Source: an optimization exercise on an open RTL-to-GDS flow (aim: small area, a short achievable clock period and few clock cycles per item). Production flows keep margins and buffers that such runs may drop.

==> flow/design.v <==
module booth_controller(
    input clk,
    input rst,
    input [1:0] mode,
    input start,
    input [15:0] M,
    input [15:0] Q,
    output [31:0] result,
    output done
);
  reg [15:0] Ar;
  reg [15:0] Qr;
  reg [3:0]  pb;       
  reg [15:0] Mr;
  reg        m0, m1, m2;    
  reg        busy;
  reg [2:0]  cnt;
  always @(posedge clk) begin
    Mr <= M;
    m2 <= mode[1];
    m1 <= ~mode[1] & mode[0];
    m0 <= ~mode[1] & ~mode[0];
  end
  wire [3:0] lb = {m2, ~m0, m2, 1'b1};
  wire [15:0] As = Ar;
  wire [15:0] Qs = Qr;
  wire [3:0]  ps = pb;
  wire [1:0]  md = {m2, m1};
  wire [3:0] ra_one, ra_two, ra_neg, rb_one, rb_two, rb_neg;
  genvar b, j;
  generate
    for (b = 0; b < 4; b = b + 1) begin : g_raw
      wire q0 = Qs[4*b], q1 = Qs[4*b+1], q2 = Qs[4*b+2], q3 = Qs[4*b+3], qm = ps[b];
      assign ra_one[b] = q0 ^ qm;
      assign ra_two[b] = (q1 & ~q0 & ~qm) | (~q1 & q0 & qm);
      assign ra_neg[b] = q1;
      assign rb_one[b] = q2 ^ q1;
      assign rb_two[b] = (q3 & ~q2 & ~q1) | (~q3 & q2 & q1);
      assign rb_neg[b] = q3;
    end
  endgenerate
  function [23:0] add24;
    input [23:0] a, b;
    reg [23:0] p, g, c;
    integer i, k;
    begin
      p = a ^ b;
      g = a & b;
      for (i = 1; i <= 5; i = i + 1)
        for (k = (1 << i) - 1; k < 24; k = k + (1 << i)) begin
          g[k] = g[k] | (p[k] & g[k - (1 << (i - 1))]);
          p[k] = p[k] & p[k - (1 << (i - 1))];
        end
      for (i = 5; i > 0; i = i - 1)
        for (k = (1 << i) + (1 << (i - 1)) - 1; k < 24; k = k + (1 << i)) begin
          g[k] = g[k] | (p[k] & g[k - (1 << (i - 1))]);
          p[k] = p[k] & p[k - (1 << (i - 1))];
        end
      c = {g[22:0], 1'b0};
      add24 = a ^ b ^ c;
    end
  endfunction
  function [2:0] pick;
    input [1:0] md;
    input [1:0] blk;
    input [2:0] d0, d1, d2, d3;
    case (blk)
      2'd0: pick = d0;
      2'd1: pick = md[1] ? d1 : d0;
      2'd2: pick = (md == 2'b00) ? d0 : d2;
      default: pick = md[1] ? d3 : (md[0] ? d2 : d0);
    endcase
  endfunction
  wire [3:0] a_one, a_two, a_neg, b_one, b_two, b_neg;
  generate
    for (b = 0; b < 4; b = b + 1) begin : g_sel
      assign {a_one[b], a_two[b], a_neg[b]} = pick(md, b,
          {ra_one[0], ra_two[0], ra_neg[0]}, {ra_one[1], ra_two[1], ra_neg[1]},
          {ra_one[2], ra_two[2], ra_neg[2]}, {ra_one[3], ra_two[3], ra_neg[3]});
      assign {b_one[b], b_two[b], b_neg[b]} = pick(md, b,
          {rb_one[0], rb_two[0], rb_neg[0]}, {rb_one[1], rb_two[1], rb_neg[1]},
          {rb_one[2], rb_two[2], rb_neg[2]}, {rb_one[3], rb_two[3], rb_neg[3]});
    end
  endgenerate
  wire [15:0] Mp = {Mr[14:12], Mr[11] & ~lb[3], Mr[10:8], Mr[7] & ~lb[2],
                    Mr[6:4], Mr[3] & ~lb[1], Mr[2:0], 1'b0};
  wire [15:0] P0, P1, R1, X, C, V;
  generate
    for (j = 0; j < 16; j = j + 1) begin : g_col
      localparam integer B = j / 4, R = j % 4;
      assign P0[j] = ((a_one[B] & Mr[j]) | (a_two[B] & Mp[j])) ^ a_neg[B];
      assign P1[j] = ((b_one[B] & Mr[j]) | (b_two[B] & Mp[j])) ^ b_neg[B];
      if (j == 0) begin : g_r0
        assign R1[j] = a_neg[0];
        assign V[j]  = b_neg[0];
      end else if (j == 1) begin : g_r1
        assign R1[j] = b_neg[0];
        assign V[j]  = C[j-1];
      end else if (R == 0) begin : g_l0
        assign R1[j] = lb[B] ? a_neg[B] : P1[j-2];
        assign V[j]  = lb[B] ? b_neg[B] : C[j-1];
      end else if (R == 1) begin : g_l1
        assign R1[j] = lb[B] ? b_neg[B] : P1[j-2];
        assign V[j]  = C[j-1];
      end else begin : g_in
        assign R1[j] = P1[j-2];
        assign V[j]  = C[j-1];
      end
      assign X[j] = As[j] ^ P0[j] ^ R1[j];
      assign C[j] = (As[j] & P0[j]) | (As[j] & R1[j]) | (P0[j] & R1[j]);
    end
  endgenerate
  wire [3:0] xe [0:3];
  wire [3:0] ye [0:3];
  generate
    for (b = 0; b < 4; b = b + 1) begin : g_ext
      wire as = As[4*b+3];
      wire s0 = ((a_one[b] | a_two[b]) & Mr[4*b+3]) ^ a_neg[b];
      wire s1 = ((b_one[b] | b_two[b]) & Mr[4*b+3]) ^ b_neg[b];
      wire e0 = P1[4*b+2], e1 = P1[4*b+3];
      wire x2 = as ^ s0 ^ s1;
      wire c2 = (as & s0) | (as & s1) | (s0 & s1);
      assign xe[b] = {x2, x2, as ^ s0 ^ e1, as ^ s0 ^ e0};
      assign ye[b] = {c2, (as & s0) | (as & e1) | (s0 & e1),
                      (as & s0) | (as & e0) | (s0 & e0), C[4*b+3]};
    end
  endgenerate
  wire [3:0] gu = ~lb | b_neg;
  wire [3:0] gv = lb & b_neg;
  wire [23:0] U = {xe[3], X[15:12], gu[3], X[11:8], gu[2], X[7:4], gu[1], X[3:0], gu[0]};
  wire [23:0] W = {ye[3], V[15:12], gv[3], V[11:8], gv[2], V[7:4], gv[1], V[3:0], gv[0]};
  wire [23:0] T = add24(U, W);
  wire [15:0] S = {T[19:16], T[14:11], T[9:6], T[4:1]};
  wire [2:0]  co = {T[15], T[10], T[5]};    
  wire [3:0] E [0:3];
  assign E[3] = T[23:20];
  generate
    for (b = 0; b < 3; b = b + 1) begin : g_ecpa
      wire [4:0] t = {xe[b], co[b]} + {ye[b], co[b]};
      assign E[b] = t[4:1];
    end
  endgenerate
  wire [15:0] An = {E[3],
                    m2 ? E[2] : S[15:12],
                    m0 ? S[11:8] : E[1],
                    m2 ? E[0] : S[7:4]};
  wire [15:0] Qn = {m2 ? S[15:12] : m1 ? S[11:8] : S[3:0],
                    m2 ? S[11:8] : Qs[15:12],
                    m2 ? S[7:4] : m1 ? S[3:0] : Qs[11:8],
                    m2 ? S[3:0] : Qs[7:4]};
  always @(posedge clk) begin
    Ar <= busy ? An : 16'd0;
    Qr <= busy ? Qn : Q;
    pb <= busy ? {Qs[15], Qs[11], Qs[7], Qs[3]} : 4'd0;
  end
  wire last = (cnt == 3'd0);
  always @(posedge clk) begin
    if (rst) busy <= 1'b0;
    else if (busy) busy <= ~last;
    else busy <= start;
    if (busy) cnt <= cnt - 3'd1;
    else cnt <= mode[1] ? 3'd1 : mode[0] ? 3'd2 : 3'd4;
  end
  assign result = m2 ? {Ar[15:12], Qr[15:12], Ar[11:8], Qr[11:8], Ar[7:4], Qr[7:4], Ar[3:0], Qr[3:0]} :
                  m1 ? {Ar[15:8], Qr[15:8], Ar[7:0], Qr[7:0]} :
                       {Ar, Qr};
  assign done = busy & last;
endmodule
export LEC_CHECK = 0
export CAP_MARGIN = 60
export CORE_MARGIN = 2
export CORE_UTILIZATION = 40
export SETUP_SLACK_MARGIN = 5
export SLEW_MARGIN = 60
create_clock -name core_clock -period 11.0 [get_ports {clk}]
standard.sh (not shown) runs the stock make flow with config.mk's settings and CLKGATE_MAP_FILE= SYNTH_SCRIPT=/design/flow/synth_recipe.tcl, a recipe that flattens the netlist after the stock synthesis.
==> flow/flow/run.sh <==
#!/bin/bash
# The standard layout, with the smallest buffer on every input and output
# port instead of the delay buffer that buffer_ports picks by default.
set -euo pipefail
export BUFFER_PORTS_ARGS="-buffer_cell sky130_fd_sc_hd__buf_1"
bash standard.sh > standard.log 2>&1
Then changed:
--- a/flow/design.v
+++ b/flow/design.v
@@ -112,11 +112,11 @@
   endgenerate
   wire [3:0] xe [0:3];
   wire [3:0] ye [0:3];
   generate
     for (b = 0; b < 4; b = b + 1) begin : g_ext
-      wire as = As[4*b+3];
+      wire as = (b == 0 || b == 2) ? 1'b0 : As[4*b+3];
       wire s0 = ((a_one[b] | a_two[b]) & Mr[4*b+3]) ^ a_neg[b];
       wire s1 = ((b_one[b] | b_two[b]) & Mr[4*b+3]) ^ b_neg[b];
       wire e0 = P1[4*b+2], e1 = P1[4*b+3];
       wire x2 = as ^ s0 ^ s1;
       wire c2 = (as & s0) | (as & s1) | (s0 & s1);
@@ -134,12 +134,13 @@
   wire [2:0]  co = {T[15], T[10], T[5]};    
   wire [3:0] E [0:3];
   assign E[3] = T[23:20];
   generate
     for (b = 0; b < 3; b = b + 1) begin : g_ecpa
-      wire [4:0] t = {xe[b], co[b]} + {ye[b], co[b]};
-      assign E[b] = t[4:1];
+      wire [3:0] e0 = xe[b] + ye[b];
+      wire [3:0] e1 = xe[b] + ye[b] + 4'd1;
+      assign E[b] = co[b] ? e1 : e0;
     end
   endgenerate
   wire [15:0] An = {E[3],
                     m2 ? E[2] : S[15:12],
                     m0 ? S[11:8] : E[1],
Synthesized cell count goes up by a few percent.
Via count is higher by a few percent.
Non-clock buffer count came out lower by 2.
Final area came out higher slightly.
Clock-buffer cell count went down by 1.
Worst setup slack got worse by 0.37 ns.
No run of this note included a check of the RTL's function; only the layout flow was run.

-- static timing again, ports no longer ideal --
Ports are ideal in the flow. The routed layouts listed here were re-timed in OpenROAD. Step 1 sets driving cells, clkbuf_16 on the clock port and buf_2 on the other inputs (assumed; they add their load-dependent delay and slew). Step 2, shift: input delay + t, output delay - t, t = (earliest + latest rising clock arrival at the registers) / 2. This alone moves slack from input paths to output paths. Slacks: ideal ports / drivers / drivers and shift; pairs: ideal ports / drivers.
run | shift t [ns] | setup slack, ns | worst setup path at the end
the first run | 0.391 | 5.896 / 5.896 / 5.896 | register to register
the second run | 0.382 | 5.528 / 5.528 / 5.528 | register to register
After both steps every run listed still meets setup and hold.
